What follows belongs to an exercise in optimizing a design on an open flow for small area, a short achievable clock period and few clock cycles; a production flow would make more cautious choices.
Power figures rest on the tool's default switching activity, not on a simulated workload.

Setup of v26:
==> module MU0, before the edit <==
module MU0 ( Addr, Dout, Halted, Rd, Wr, cc, fetch, regC, Clk, Din,
     Reset, srcC );
output  Halted, Rd, Wr, fetch;
input  Clk, Reset;
output [11:0]  Addr;
output [1:0]  cc;
output [15:0]  Dout;
output [15:0]  regC;
input [15:0]  Din;
input [1:0]  srcC;
reg  [15:0] acc;
reg  [11:0] pc;      
reg  [11:0] ra;      
reg  [1:0]  op;      
reg         st;      
reg         hlt;     
wire        N = acc[15];
wire        Z = ~|acc;
wire        fc   = ~st & ~hlt;                   
wire [2:0]  f    = Din[14:12];
wire        stp  = &f;
wire        take = f[2] & ~f[0] & (~f[1] | ~Z) |    
               f[2] & ~f[1] & f[0] & ~N;            
wire        is_sta = ~op[1] & op[0];
wire [11:0] pc_n = pc + {11'd0, fc};
wire        en = st & ~is_sta;
wire        ka = ~Reset & (op[1] | ~en);    
wire        kb = en;                        
wire        b1 = kb & ~op[0], b0 = kb & op[0];
wire [15:0] bop;
genvar i;
generate for (i = 0; i < 16; i = i + 1) begin : bsel
  assign bop[i] = Din[i] ? b1 : b0;
end endgenerate
wire [15:0] alu;
add16 u_add (.s(alu), .a(acc & {16{ka}}),
             .b(bop), .cin(op[0] & kb));
always @(posedge Clk or posedge Reset)
  if (Reset) begin
    pc  <= 12'd0;
    st  <= 1'b0;
    hlt <= 1'b0;
  end else begin
    st  <= fc & ~f[2];
    hlt <= hlt | fc & stp;
    pc  <= fc & (~f[2] | take) ? Din[11:0] : st ? ra : pc_n;
  end
always @(posedge Clk) begin
  acc <= alu;
  ra <= pc_n;
  op <= Din[13:12];
end
assign Addr   = pc;
assign Dout   = acc;
assign Rd     = ~Reset & ~hlt & ~(st & is_sta);
assign fetch  = ~Reset & fc;
assign Wr     = st & is_sta;
assign Halted = hlt;
assign cc     = {N, Z};
assign regC   = srcC[1] ? {14'd0, N, Z} :
                srcC[0] ? {4'd0, pc} : acc;
endmodule
==> flow/config.mk <==
export PLATFORM = sky130hd
export DESIGN_NAME = MU0
export DESIGN_NICKNAME = MU0
export VERILOG_FILES = /design/flow/design.v
export SDC_FILE = /design/flow/constraint.sdc
export NUM_CORES = 4
export LEC_CHECK = 0
export CAP_MARGIN = 20
export CORE_MARGIN = 2
export CORE_UTILIZATION = 55
export SLEW_MARGIN = 20
==> flow/constraint.sdc <==
create_clock -name core_clock -period 10.0 [get_ports {Clk}]
set_input_delay 2.0000 -clock core_clock [delete_from_list [all_inputs] [get_ports {Clk}]]
set_output_delay 2.0000 -clock core_clock [all_outputs]
set_load 0.01 [all_outputs]
standard.sh (not shown) runs the stock make flow with config.mk's settings and CLKGATE_MAP_FILE= SYNTH_SCRIPT=/design/flow/synth_recipe.tcl, a recipe that flattens the netlist after the stock synthesis.
==> flow/flow/run.sh <==
#!/bin/bash
# Standard ORFS layout in parts:
#  1. the standard synthesis; flow/remap.sh then re-maps its combinational
#     logic for area (flip-flops unchanged);
#  2. floorplan and placement; flow/size_io.tcl then sizes the port buffers
#     on the paths from the inputs straight to the outputs (srcC to regC,
#     Reset to Rd and fetch);
#  3. clock tree, routing and the rest.
# Each step's full output is in its own .log file here.
# Ports are buffered with buf_1; timing repair aims at a 5.3 ns setup margin.
set -euo pipefail
K=("SETUP_SLACK_MARGIN=5.3" "BUFFER_PORTS_ARGS=-buffer_cell sky130_fd_sc_hd__buf_1" "CTS_ARGS=-sink_clustering_enable -repair_clock_nets -dont_use_dummy_load -buf_list sky130_fd_sc_hd__clkbuf_8")
R=orfs/results/$FLOW_PLATFORM/MU0/base
bash standard.sh "${K[@]}" synth > standard_synth.log 2>&1
cp $R/1_2_yosys.v standard_1_2_yosys.v
bash flow/remap.sh standard_1_2_yosys.v $R/1_2_yosys.v > remap.log 2>&1
rm -f $R/1_synth.odb $R/1_synth.sdc
bash standard.sh "${K[@]}" place > standard_place.log 2>&1
openroad -no_init -exit flow/size_io.tcl > size_io.log 2>&1
bash standard.sh "${K[@]}" finish > standard_finish.log 2>&1
Other scripts of this flow, unchanged in this note and not shown: flow/flow/cellmodels.py, flow/flow/remap.abc, flow/flow/remap.sh, flow/flow/size_io.tcl
--- input diff v26..v37 ---
diff --git a/flow/design.v b/flow/design.v
--- a/flow/design.v
+++ b/flow/design.v
@@ -87,4 +87,5 @@
 reg         st;      
 reg         hlt;     
+reg         rq;      
 wire        N = acc[15];
 wire        Z = ~|acc;
@@ -97,5 +98,5 @@
 wire [11:0] pc_n = pc + {11'd0, fc};
 wire        en = st & ~is_sta;
-wire        ka = ~Reset & (op[1] | ~en);    
+wire        ka = ~rq & (op[1] | ~en);       
 wire        kb = en;                        
 wire        b1 = kb & ~op[0], b0 = kb & op[0];
@@ -118,4 +119,7 @@
     pc  <= fc & (~f[2] | take) ? Din[11:0] : st ? ra : pc_n;
   end
+always @(posedge Clk or posedge Reset)
+  if (Reset) rq <= 1'b1;
+  else       rq <= 1'b0;
 always @(posedge Clk) begin
   acc <= alu;
@@ -128,7 +132,7 @@
 assign fetch  = ~Reset & fc;
 assign Wr     = st & is_sta;
-assign Halted = hlt;
+assign Halted = hlt | ~Reset & fc & stp;
 assign cc     = {N, Z};
 assign regC   = srcC[1] ? {14'd0, N, Z} :
-                srcC[0] ? {4'd0, pc} : acc;
+                srcC[0] ? {4'd0, pc_n} : acc;
 endmodule
Results
STATUS synthesized area: v37 loses against v26. v37 — hold slack 0.0053 ns lower, v26 as reference. Internal power summed over all cells: v37 > v26. Going from v26 to v37, maximum fanout along the worst path up 1, final wirelength saw a decrease.
No functional check of the RTL was part of any run of this note.

==> static timing again, ports no longer ideal <==
In the flow no input, the clock included, has a driving cell. The finished layouts below were timed again as built, in two steps.
Step 1 (the two cells are an assumption about what drives the block):
set clk [get_ports {Clk}]
set_driving_cell -lib_cell sky130_fd_sc_hd__clkbuf_16 $clk
set_driving_cell -lib_cell sky130_fd_sc_hd__buf_2 [delete_from_list [all_inputs] $clk]
Step 2, shift: input delay + t, output delay - t, t = (earliest + latest rising clock arrival at the registers) / 2. This alone moves slack from input paths to output paths.
Three values: ideal, step 1, step 2; two values: the first two.
run | t, ns | setup WS [ns] | hold WS [ns] | worst setup path after step 2 | cell pins on the clock port's net
v26 | 0.322 | 5.343 / 5.303 / 5.112 | 0.460 / 0.460 / 0.460 | input to register | 1
v37 | 0.319 | 5.347 / 5.311 / 5.308 | 0.454 / 0.454 / 0.454 | input to register | 1
After both steps every run listed still meets setup and hold. For v26, which loses most, drivers alone change the setup slack by -0.040 ns; drivers and shift together by -0.231 ns.
